Background: an optimization exercise with open tools, aiming at small area. Do not read the settings as production practice. Where RTL was checked, it was by simulation tests only, not by an equivalence proof against the original. Only the layout flow was run in run 2; the RTL was not checked for function there. No activity file was given, so power comes from the tool's default toggle rates.

<file path="flow/constraint.sdc">
create_clock -name core_clock -period 10.0 [get_ports {Clk}]
set_input_delay 2.0000 -clock core_clock [delete_from_list [all_inputs] [get_ports {Clk}]]
set_output_delay 2.0000 -clock core_clock [all_outputs]
set_load 0.01 [all_outputs]
</file>
<file path="flow/standard.sh">
#!/bin/bash
# synth_recipe.tcl (not shown) runs the flow's synth.tcl, then flattens the netlist and writes it again
# the make line also repeats each setting of config.mk as NAME=value (left out here)
make -C /OpenROAD-flow-scripts/flow DESIGN_CONFIG=/design/flow/config.mk WORK_HOME=/design/flow/orfs CLKGATE_MAP_FILE= SYNTH_SCRIPT=/design/flow/synth_recipe.tcl "${@:-finish}"
</file>
<file path="flow/flow/run.sh">
#!/bin/bash
# Standard ORFS flow with two changes:
#  - port buffers use the smallest buffer (buf_1) instead of ORFS's default
#  - CTS clusters all sinks under few buffers and inserts no dummy loads
set -e
export BUFFER_PORTS_ARGS="-buffer_cell sky130_fd_sc_hd__buf_1"
export CTS_ARGS="-sink_clustering_enable -repair_clock_nets -dont_use_dummy_load -sink_clustering_size 100 -sink_clustering_max_diameter 500"
bash standard.sh finish > standard.log 2>&1
</file>
<file path="flow/config.mk">
export PLATFORM = sky130hd
export DESIGN_NAME = uart_top
export DESIGN_NICKNAME = uart_top
export VERILOG_FILES = /design/flow/design.v
export SDC_FILE = /design/flow/constraint.sdc
export NUM_CORES = 4
export LEC_CHECK = 0
export CAP_MARGIN = 20
export CORE_MARGIN = 2
export CORE_UTILIZATION = 40
export SLEW_MARGIN = 20
</file>
<file path="flow/design.v">
module uart_tx
  #(parameter CLKS_PER_BIT = 10417)
  (
   input       Clk,
   input       Reset,
   input       Tx_Start,
   input [7:0] Tx_Byte,
   output      Tx_Active,
   output reg  Tx_Serial,
   output      Tx_Done
   );
  localparam [13:0] TERM = 14'h0e53;
  localparam [13:0] MASK = 14'h3d7f;
  reg        r_Active;
  reg [9:0]  r_Shift;
  reg [13:0] r_Count;
  reg        r_Done;
  reg [13:0] r_Done_Count;
  wire w_Tick      = ((r_Count & MASK) == (TERM & MASK));
  wire w_Last      = (r_Shift[9:1] == 9'd0);
  wire w_Run       = r_Active & ~w_Tick;
  wire w_Done_Tick = ((r_Done_Count & MASK) == (TERM & MASK));
  always @(posedge Clk)
    begin
      r_Count[13:1] <= r_Count[12:0] & {13{w_Run}};
      r_Count[0]    <= (w_Run & r_Count[13] & r_Count[12]) |
                       (w_Run & ~r_Count[13] & ~r_Count[12]);
      if (!r_Active)
        r_Shift <= {1'b1, Tx_Byte, 1'b0};
      else if (w_Tick)
        r_Shift <= {1'b0, r_Shift[9:1]};
      Tx_Serial <= Reset | ~r_Active | r_Shift[0];
      if (Reset)
        r_Active <= 1'b0;
      else if (!r_Active)
        r_Active <= Tx_Start;
      else if (w_Tick && w_Last)
        r_Active <= 1'b0;
      if (Reset)
        r_Done <= 1'b0;
      else if (r_Done)
        r_Done <= ~w_Done_Tick;
      else
        r_Done <= r_Active & w_Tick & w_Last;
      r_Done_Count <= {r_Done_Count[12:0],
                       (r_Done & r_Done_Count[13] & r_Done_Count[12]) |
                       (r_Done & ~r_Done_Count[13] & ~r_Done_Count[12])};
    end
  assign Tx_Active = r_Active;
  assign Tx_Done   = r_Done;
endmodule
module uart_rx
  #(parameter CLKS_PER_BIT = 10417)
  (
   input        Clk,
   input        Reset,
   input        Rx_Serial,
   output       Data_Valid,
   output [7:0] Rx_Byte
   );
  localparam [13:0] TERM = 14'h0e53;    
  localparam [13:0] MASK = 14'h3d7f;
  localparam [13:0] HALF = 14'h3a31;    
  localparam [3:0] IDLE  = 4'b0000;
  localparam [3:0] START = 4'b0001;
  localparam [3:0] STOP  = 4'b0010;
  reg        r_Rx_Data;
  reg [3:0]  r_State;
  reg [13:0] r_Count;
  reg [7:0]  r_Rx_Byte;
  reg        r_Data_Valid;
  reg [13:0] r_DV_Count;
  wire w_Tick    = ((r_Count & MASK) == (TERM & MASK));
  wire w_DV_Tick = ((r_DV_Count & MASK) == (TERM & MASK));
  always @(posedge Clk)
    begin
      r_Rx_Data <= Reset | Rx_Serial;
      if (Reset)
        r_State <= IDLE;
      else if (r_State == IDLE)
        begin
          if (!r_Rx_Data)
            r_State <= START;
        end
      else if (w_Tick)
        begin
          if (r_State == START)
            r_State <= r_Rx_Data ? IDLE : 4'b1000;
          else if (r_State == STOP)
            r_State <= IDLE;
          else if (r_State == 4'b1111)
            r_State <= STOP;
          else
            case (r_State[2:0])
              3'd0: r_State <= 4'b1001;
              3'd1: r_State <= 4'b1010;
              3'd2: r_State <= 4'b1011;
              3'd3: r_State <= 4'b1100;
              3'd4: r_State <= 4'b1101;
              3'd5: r_State <= 4'b1110;
              default: r_State <= 4'b1111;
            endcase
        end
      if (r_State == IDLE)
        r_Count[13:1] <= HALF[13:1];
      else if (w_Tick)
        r_Count[13:1] <= 13'd0;
      else
        r_Count[13:1] <= r_Count[12:0];
      r_Count[0] <= (r_State == IDLE) |
                    (~w_Tick & r_Count[13] & r_Count[12]) |
                    (~w_Tick & ~r_Count[13] & ~r_Count[12]);
      if (r_State[3] && w_Tick)
        r_Rx_Byte <= {r_Rx_Data, r_Rx_Byte[7:1]};
      if (Reset)
        r_Data_Valid <= 1'b0;
      else if (r_Data_Valid)
        r_Data_Valid <= ~w_DV_Tick;
      else
        r_Data_Valid <= (r_State == STOP) & w_Tick;
      r_DV_Count <= {r_DV_Count[12:0],
                     (r_Data_Valid & r_DV_Count[13] & r_DV_Count[12]) |
                     (r_Data_Valid & ~r_DV_Count[13] & ~r_DV_Count[12])};
    end
  assign Data_Valid = r_Data_Valid;
  assign Rx_Byte    = r_Rx_Byte;
endmodule
`timescale 1ns / 1ps
module uart_top
  #(parameter CLKS_PER_BIT = 10417)   
  (
   input        Clk,
   input        Reset,
   input        Tx_Start,
   input [7:0]  Tx_Byte,
   input        Rx_Serial,
   output       Tx_Active,
   output       Tx_Done,
   output       Tx_Serial,
   output       Data_Valid,
   output [7:0] Rx_Byte
   );
   uart_tx
     #(.CLKS_PER_BIT(CLKS_PER_BIT))
     u_tx (
       .Clk(Clk),
       .Reset(Reset),
       .Tx_Start(Tx_Start),
       .Tx_Byte(Tx_Byte),
       .Tx_Active(Tx_Active),
       .Tx_Serial(Tx_Serial),
       .Tx_Done(Tx_Done)
     );
   uart_rx
     #(.CLKS_PER_BIT(CLKS_PER_BIT))
     u_rx (
       .Clk(Clk),
       .Reset(Reset),
       .Rx_Serial(Rx_Serial),
       .Data_Valid(Data_Valid),
       .Rx_Byte(Rx_Byte)
     );
endmodule
</file>
==> metrics.md, run 1 <==
| Metric | Value |
|---|---|
| Hold slack | 327 ps |
| WL/cell | ~13 um |
| Antenna-violating nets left | 0 |
| CP max stage delay | 450 ps |
| RSZ-0062 raised after global routing | false |
| Hold WC Path Type | reg -> reg |
| Vias per cell | 4.83 |
| Syn_nets | 206 |
| CP Max Fanout | 9 |
| Max-slew violations | 0 |
| Max cap viols | 0 |
| Antenna diodes | 0 |
| CP required | 8000 ps |
| Main flop type after synthesis | dfxtp_1 |
| Hold path depth | 0 |
| Setup skew after layout | 15.9 ps |
| Vias in the first global route | 1466 |
| Register area share after synthesis | 0.719 |
| Peak Freq | 337 MHz |
| Post-Syn Area | around 0.0025 mm^2 |
| CP startpoint kind | flip-flop |
| PwrDens | a little under 200 mW/mm^2 |
| CP cell instances | buf_1 |
| Clock sinks | 83 |
| Final worst path period share | 0.297 |
| Clock Power Share | 0.324 |
| Global route overflow | 0 |
| I/O Buffers | 23 |
| Post-layout net count | 235 |
| Critical path class | reg -> out |
| Post-route minimum period | 2970 ps |
| Core Rows | 29 |
| Placed wire-length estimate | 2.59 mm |
| Crit. End Element | output port |
| DRC Markers | 0 |
| Gr usage total | 0.124 |
| Sequential power share | 0.648 |
| Core Region | around 0.0062 mm^2 |
| Die W | 83.6 um |
| Post-synthesis average cell area | 13.1 um^2 |
| Clock buffer depth | 2 |
| DRT Wirelength | roughly 4.0 mm |
| VDD IR max | 0.119 mV |
| Hold_buf cts | 0 |
| Number of synthesized flops with an enable pin | 16 |
| WP data arrival | 970 ps |
| Setup Buffers After CTS | 0 |
| DIE HEIGHT | approximately 84 um |
| Die ar. | 0.00699 mm^2 |
| Post-synth ARST share | 0 |
| Psw | 0.000109 W |
| #FFs+latches synth | 83 |
| Critical Path Stages | 1 |
| Final setup fails | 0 |
| 1st-iter DRT viols | 36 |
| Slew of the pin with the lowest slew margin | 714 ps |
| Hold Fails Final Rpt | 0 |
| Fillers | 585 |
| Largest net degree at the start of global routing | 14 |
| Status | timing/DRC/antenna clean |
| GPL Wtd Cong | 0.712 |
| Yosys warns | 2 |
| Worst skew pair latency | 340 ps |
| Reg clk slew, reported paths | 60 ps |
| CP delay by family, top | flip-flops |
| Multi-input gate area | 669 um^2 |
| Drt pass-1 iters | 4 |
| Bufs and invs on worst path | 1 |
| I/O pins | 24 |
| Clock root cell | clkbuf_8 |
| Post-synthesis cell count | between 150 and 200 |
| Sw Ratio | 0.200 |
| R2r setup slk | approximately 8000 ps |
| Clock buffer count from CTS | 9 |
| Initial core utilization | 0.406 |
| Post_cts resized | 0 |
| Antenna violations before repair | 0 |
| Comb power frac | 0.028 |
| Area delta synth->final | 11.4% |
| CTS H-tree lvls | 3 |
| Internal power | 0.000436 W |
| Static Leak | just over 1 nW |
| First-pass GRT wire length | 6.80 mm |
| R2R depth | 3 |
| CTS tree | done |
| Yosys cell types | 40 |
| Fraction of layout cells with a size suffix above 1 | 0.0814 |
| Sequential cell area | between 0.0015 and 0.002 mm^2 |
| Vias | 1440 |
| CP max stage cell | dfxtp_1 |
| TNS Setup | 0 ps |
| Slew margin rel. | 0.522 |
## stage by stage
| stage | setup WS, ps | total power (W) | util | instance area [um^2] | std cells |
|---|---|---|---|---|---|
| finish | 7030 | 0.000545 | 0.452 | 2820 | 298 |
| CTS | 7010 | 0.000553 | 0.452 | 2820 | 298 |
| detailed placement | 7230 | 0.000376 | 0.433 | 2700 | 289 |
| global placement | 7240 | 0.000376 | 0.433 | 2700 | 289 |
| global route | 6960 | 0.000568 | 0.452 | 2820 | 298 |
| floorplan | 7330 | 0.000370 | - | 2530 | 194 |
## layout make-up
cell class	instances	area share
repair buffers	24	0.0332
clock buffers	9	0.0439
inverters	5	0.00665
multi-input cells	100	0.237
well taps	77	0.0341
flip-flops and latches	83	0.645
## state kept, by name, indices dropped and copies added, names as in the netlist, 4 cells and up
name / flops
u_rx.r_Count: 14
u_rx.r_DV_Count: 14
u_rx.r_Rx_Byte: 8
u_rx.r_State: 4
u_tx.r_Count: 14
u_tx.r_Done_Count: 14
u_tx.r_Shift: 10
## synthesized netlist by cell type, types with 3 or more instances
cell       n  area (um^2)
clkbuf_1   4         15.0
nor2_1     6         22.5
nand4b_1   5         43.8
dfxtp_1   67         1340
inv_1      5         18.8
and2_1    21          131
a21o_1     4         30.0
nor3_1     6         30.0
or2_2      4         25.0
a22o_1     9         78.8
nand2_1    8         30.0
a21oi_1    3         15.0
edfxtp_1  16          480
## kinds of logic after synthesis
kind of cell,synth area share
compound gates,0.0874
xor+xnor,0.0104
buf+inv,0.0173
flops,0.719
simple gates,0.166
## path summary, 6_finish.rpt
check	end	from
worst max register to register	u_rx.r_Rx_Byte[0]	u_rx.r_Count[12]
worst max-delay path	Tx_Active	u_tx.r_Active
worst min-delay path	u_rx.r_DV_Count[8]	u_rx.r_DV_Count[7]
worst min register to register	u_rx.r_DV_Count[8]	u_rx.r_DV_Count[7]
## cell usage in the layout (no fill, tap or decap), drive strengths merged, types with 4 or more instances in the layout
master / instances
a22o: 9
clkbuf: 9
a21o: 4
a21oi: 4
and2: 21
inv: 5
nor2: 6
nand4b: 5
edfxtp: 16
nor3: 7
or2: 4
buf: 24
nand2: 8
dfxtp: 67
## power groups by stage
| stage | Sequential, W | Combinational [W] | Clock, W |
|---|---|---|---|
| after detailed placement | 0.000361 | 0.0000155 | 0 |
| after CTS | 0.000353 | 0.0000156 | 0.000185 |
| after global routing | 0.000354 | 0.0000173 | 0.000196 |
| after global placement | 0.000361 | 0.0000150 | 0 |
| final | 0.000353 | 0.0000154 | 0.000177 |
| after floorplan | 0.000359 | 0.0000113 | 0 |
## routing by layer
layer	part of all wire	track usage	vias up
li1	-	-	735
met1	0.51	0.162	679
met2	0.42	0.175	20
met3	0.051	0.0673	6
met4	0.015	0.0440	0
met5	0	0	-
==> run 2: changes to the inputs <==
--- a/flow/design.v
+++ b/flow/design.v
@@ -11,20 +11,24 @@
    );
   localparam [13:0] TERM = 14'h0e53;
   localparam [13:0] MASK = 14'h3d7f;
+  localparam [13:0] POL  = 14'h2aaa;
   reg        r_Active;
   reg [9:0]  r_Shift;
-  reg [13:0] r_Count;
+  reg [13:0] r_Count;       
   reg        r_Done;
-  reg [13:0] r_Done_Count;
-  wire w_Tick      = ((r_Count & MASK) == (TERM & MASK));
+  reg [13:0] r_Done_Count;  
+  wire [13:0] w_Count = r_Count ^ POL;
+  wire w_Tick      = ((w_Count & MASK) == (TERM & MASK));
   wire w_Last      = (r_Shift[9:1] == 9'd0);
   wire w_Run       = r_Active & ~w_Tick;
   wire w_Done_Tick = ((r_Done_Count & MASK) == (TERM & MASK));
+  wire [13:0] w_Count_Next;
+  assign w_Count_Next[13:1] = w_Count[12:0] & {13{w_Run}};
+  assign w_Count_Next[0]    = (w_Run & w_Count[13] & w_Count[12]) |
+                              (w_Run & ~w_Count[13] & ~w_Count[12]);
   always @(posedge Clk)
     begin
-      r_Count[13:1] <= r_Count[12:0] & {13{w_Run}};
-      r_Count[0]    <= (w_Run & r_Count[13] & r_Count[12]) |
-                       (w_Run & ~r_Count[13] & ~r_Count[12]);
+      r_Count <= w_Count_Next ^ POL;
       if (!r_Active)
         r_Shift <= {1'b1, Tx_Byte, 1'b0};
       else if (w_Tick)
@@ -61,23 +65,32 @@
   localparam [13:0] TERM = 14'h0e53;    
   localparam [13:0] MASK = 14'h3d7f;
   localparam [13:0] HALF = 14'h3a31;    
+  localparam [13:0] POL  = 14'h2aaa;
   localparam [3:0] IDLE  = 4'b0000;
   localparam [3:0] START = 4'b0001;
   localparam [3:0] STOP  = 4'b0010;
   reg        r_Rx_Data;
   reg [3:0]  r_State;
-  reg [13:0] r_Count;
+  reg [13:0] r_Count;       
   reg [7:0]  r_Rx_Byte;
   reg        r_Data_Valid;
-  reg [13:0] r_DV_Count;
-  wire w_Tick    = ((r_Count & MASK) == (TERM & MASK));
+  reg [13:0] r_DV_Count;    
+  wire [13:0] w_Count = r_Count ^ POL;
+  wire w_Idle    = (r_State == IDLE);
+  wire w_Tick    = ((w_Count & MASK) == (TERM & MASK));
   wire w_DV_Tick = ((r_DV_Count & MASK) == (TERM & MASK));
+  wire [13:0] w_Count_Next;
+  assign w_Count_Next[13:1] = w_Idle ? HALF[13:1] :
+                              (w_Count[12:0] & {13{~w_Tick}});
+  assign w_Count_Next[0] = w_Idle |
+                           (~w_Tick & w_Count[13] & w_Count[12]) |
+                           (~w_Tick & ~w_Count[13] & ~w_Count[12]);
   always @(posedge Clk)
     begin
       r_Rx_Data <= Reset | Rx_Serial;
       if (Reset)
         r_State <= IDLE;
-      else if (r_State == IDLE)
+      else if (w_Idle)
         begin
           if (!r_Rx_Data)
             r_State <= START;
@@ -101,15 +114,7 @@
               default: r_State <= 4'b1111;
             endcase
         end
-      if (r_State == IDLE)
-        r_Count[13:1] <= HALF[13:1];
-      else if (w_Tick)
-        r_Count[13:1] <= 13'd0;
-      else
-        r_Count[13:1] <= r_Count[12:0];
-      r_Count[0] <= (r_State == IDLE) |
-                    (~w_Tick & r_Count[13] & r_Count[12]) |
-                    (~w_Tick & ~r_Count[13] & ~r_Count[12]);
+      r_Count <= w_Count_Next ^ POL;
       if (r_State[3] && w_Tick)
         r_Rx_Byte <= {r_Rx_Data, r_Rx_Byte[7:1]};
       if (Reset)
==> flow/run.sh (new file) <==
#!/bin/bash
# synth_recipe.tcl (not shown) runs the flow's synth.tcl, then flattens the netlist and writes it again
# the make line also repeats each setting of config.mk as NAME=value (left out here)
make -C /OpenROAD-flow-scripts/flow DESIGN_CONFIG=/design/flow/config.mk WORK_HOME=/design/flow/orfs CLKGATE_MAP_FILE= SYNTH_SCRIPT=/design/flow/synth_recipe.tcl finish
removed: flow/flow/run.sh
removed: flow/standard.sh
==> metrics.md, run 2 <==
| Metric | Value |
|---|---|
| Leading cell type in the layout, fill and taps excluded | dfxtp_1 |
| CP max stage cell | clkdlybuf4s50_1 |
| Internal power | ~0.00053 W |
| Sequential power share | 0.539 |
| Max cap viols | 0 |
| Met2 Track Usage GR | 0.164 |
| WL/cell | roughly 13 um |
| Crit. End Element | output port |
| Status | timing/DRC/antenna clean |
| Fin cells | 311 |
| R2R depth | 3 |
| Antenna violations before repair | 0 |
| Bufs and invs on worst path | 1 |
| CP startpoint kind | flip-flop |
| Die W | about 84 um |
| Final setup fails | 0 |
| DRT Wirelength | around 4 mm |
| Antenna-violating nets left | 0 |
| #FFs+latches synth | 83 |
| CP Max Fanout | 7 |
| GR Layer Usage met1 | 0.175 |
| Post-route minimum period | 3390 ps |
| Commonest cells after routing, fill and taps aside | 67 x dfxtp_1, 23 x nor2_1, 23 x clkdlybuf4s50_1 |
| TNS Setup | 0 ps |
| Post-synth top area share | 0.521 |
| Core Rows | 29 |
| Slew margin rel. | 0.534 |
| Gr usage total | 0.122 |
| Reg clk slew, reported paths | 70 ps |
| Post-synthesis cell count | 203 |
| Clock Power Share | 0.432 |
| Hold WC Path Type | reg -> reg |
| Critical path class | reg -> out |
| Reg-to-Reg Start | u_rx.r_Count[12] |
| Hold path endpoint | u_tx.r_Done_Count[8] |
| Post-Syn Area | 0.00257 mm^2 |
| CP delay by family, top | buffers and inverters |
| VDD IR max | 0.102 mV |
| Most frequent cells after synthesis | 67 x dfxtp_1, 23 x nor2_1, 18 x nand2_1 |
| GRT busiest layer | met1 |
| Area delta synth->final | 20.1% |
| CP max stage delay | 590 ps |
| Initial core utilization | 0.410 |
| CTS tree | done |
| Yosys warns | 2 |
| Hold_buf cts | 0 |
| Global route overflow | 0 |
| DIE HEIGHT | around 84 um |
| Fillers | 564 |
| Static Leak | 1.14 nW |
| I/O Buffers | 23 |
| WP data arrival | 1390 ps |
| I/O pins | 24 |
| Yosys cell types | 44 |
| Comb power frac | 0.029 |
| Clock sinks | 83 |
| Final worst path period share | 0.339 |
| Register area share after synthesis | 0.708 |
| Hold Path Origin | u_tx.r_Done_Count[7] |
| Number of synthesized flops with an enable pin | 16 |
| Vias per cell | approximately 4.9 |
| Grt met3 use | 0.0383 |
| Clock buffer count from CTS | 9 |
| DRC Markers | 0 |
| Hold path depth | 0 |
| Psw | 0.000124 W |
| CP cell instances | clkdlybuf4s50_1 |
| Syn_nets | 215 |
| Vias in the first global route | 1423 |
| RR Endpoint | u_rx.r_Rx_Byte[4] |
| Post_cts resized | 0 |
| Total Power | 0.000653 W |
| 1st-iter DRT viols | between 90 and 100 |
| Worst skew pair latency | approximately 350 ps |
| Post-layout net count | 241 |
| Fraction of layout cells with a size suffix above 1 | 0.0983 |
| CP required | 8000 ps |
| Synth area leaders | dfxtp_1 52%, edfxtp_1 19%, nor2_1 3.4%, a22o_1 3.1%, nand2_1 2.6% |
| Die ar. | 0.00709 mm^2 |
| Setup skew after layout | 13.0 ps |
| GPL Wtd Cong | 0.745 |
| Count leader, synth | dfxtp_1 |
| Inst Count DP | between 200 and 300 |
| Setup Buffers After CTS | 0 |
| Cell taking the most area after synthesis | dfxtp_1 |
| Clock root cell | clkbuf_8 |
| Hold slack | 330 ps |
| R2r setup slk | just under 8000 ps |
| Post-synthesis average cell area | around 13 um^2 |
| Drt pass-1 iters | 4 |
| Sw Ratio | 0.189 |
| Antenna diodes | 0 |
| CTS H-tree lvls | 3 |
| Placed wire-length estimate | between 2 and 2.5 mm |
| Peak Freq | approximately 300 MHz |
| Post-synth ARST share | 0 |
| Core Region | 0.00628 mm^2 |
| Slew of the pin with the lowest slew margin | 694 ps |
| Main flop type after synthesis | dfxtp_1 |
| PwrDens | 211 mW/mm^2 |
| Largest net degree at the start of global routing | 17 |
| Clock buffer depth | 2 |
| Max-slew violations | 0 |
| First-pass GRT wire length | 6.71 mm |
| Hold Fails Final Rpt | 0 |
| RSZ-0062 raised after global routing | false |
| Utilization after layout | 0.492 |
| Vias | 1523 |
==> run 2: cell count changes after synthesis, moves of 3 or more <==
cell	before	now
and2_1	21	3
nor2_1	6	23
nand2_1	8	18
nand4b_1	5	0
buf_6	0	3
==> run 2: worst max path at each step <==
stage                                 to  slack, ps  depth (start not counted)           from
final                          Tx_Active       6610                          1  u_tx.r_Active
after CTS                      Tx_Active       6580                          1  u_tx.r_Active
after floorplan           u_tx.Tx_Serial       7380                          2          Reset
after global placement    u_tx.Tx_Serial       6860                          2          Reset
after global routing           Tx_Active       6520                          1  u_tx.r_Active
after detailed placement  u_tx.Tx_Serial       6840                          2          Reset
==> run 2: layout make-up <==
class / instances / area [um^2] / area share
repair buffers: 23 / 230 / 0.0745
clock inverters: 5 / 100 / 0.0324
clock buffers: 11 / 141 / 0.0457
flip-flops and latches: 83 / 1820 / 0.589
well taps: 77 / 96.3 / 0.0312
multi-input cells: 109 / 689 / 0.223
inverters: 3 / 11.3 / 0.00364
==> run 2: kinds of logic (layout without fill, tap and decap cells) <==
group | Yosys count | in the layout | share of synthesized area
simple gates | 79 | 79 | 0.167
buf+inv | 11 | 42 | 0.0267
flops | 83 | 83 | 0.708
xor+xnor | 2 | 2 | 0.00681
compound gates | 28 | 28 | 0.0914
==> run 2: metal layers <==
metal	share of wire	up-vias
met1	0.50	713
li1	-	768
met3	0.045	8
met2	0.43	34
met4	0.024	0
met5	0	-
==> run 2: stage by stage <==
stage	setup WS [ps]	cell area, um^2
after floorplan	7380	2570
after global placement	6860	2840
after detailed placement	6840	2840
after CTS	6580	3080
after global routing	6520	3090
final	6610	3090
==> run 2: power groups by stage <==
stage	sequential (W)	combinational [W]	clock [W]
3_3_place_gp	0.000360	0.0000191	0
3_5_place_dp	0.000360	0.0000192	0
2_1_floorplan	0.000358	0.0000131	0
5_1_grt	0.000353	0.0000213	0.000307
6_report	0.000352	0.0000191	0.000282
4_1_cts	0.000352	0.0000193	0.000289

==> separate check: timing with driven ports <==
The results above use ideal ports. As a check the final layouts listed here were re-extracted and re-timed, cells and wires unchanged.
Step 1 (the two cells are an assumption about what drives the block):
set clk [get_ports {Clk}]
set_driving_cell -lib_cell sky130_fd_sc_hd__clkbuf_16 $clk
set_driving_cell -lib_cell sky130_fd_sc_hd__buf_2 [delete_from_list [all_inputs] $clk]
Step 2 adds t to the input delays and takes it off the output delays; t is the mean of the earliest and latest rising clock arrival at the registers after step 1. Input paths then give back, and output paths get back, about the clock's delay inside the block.
Three values: no drivers, after step 1, after step 2; two values: the first two.
run	shift t [ns]	slack for setup (ns)	hold WS [ns]	worst setup path after step 2	latest minus earliest clock arrival (ns)
run 1	0.361	7.034 / 7.007 / 7.196	0.327 / 0.327 / 0.327	input to register	0.016 / 0.016
run 2	0.369	6.612 / 6.587 / 6.848	0.330 / 0.330 / 0.330	input to register	0.014 / 0.013
After both steps setup and hold are still met in every run listed.
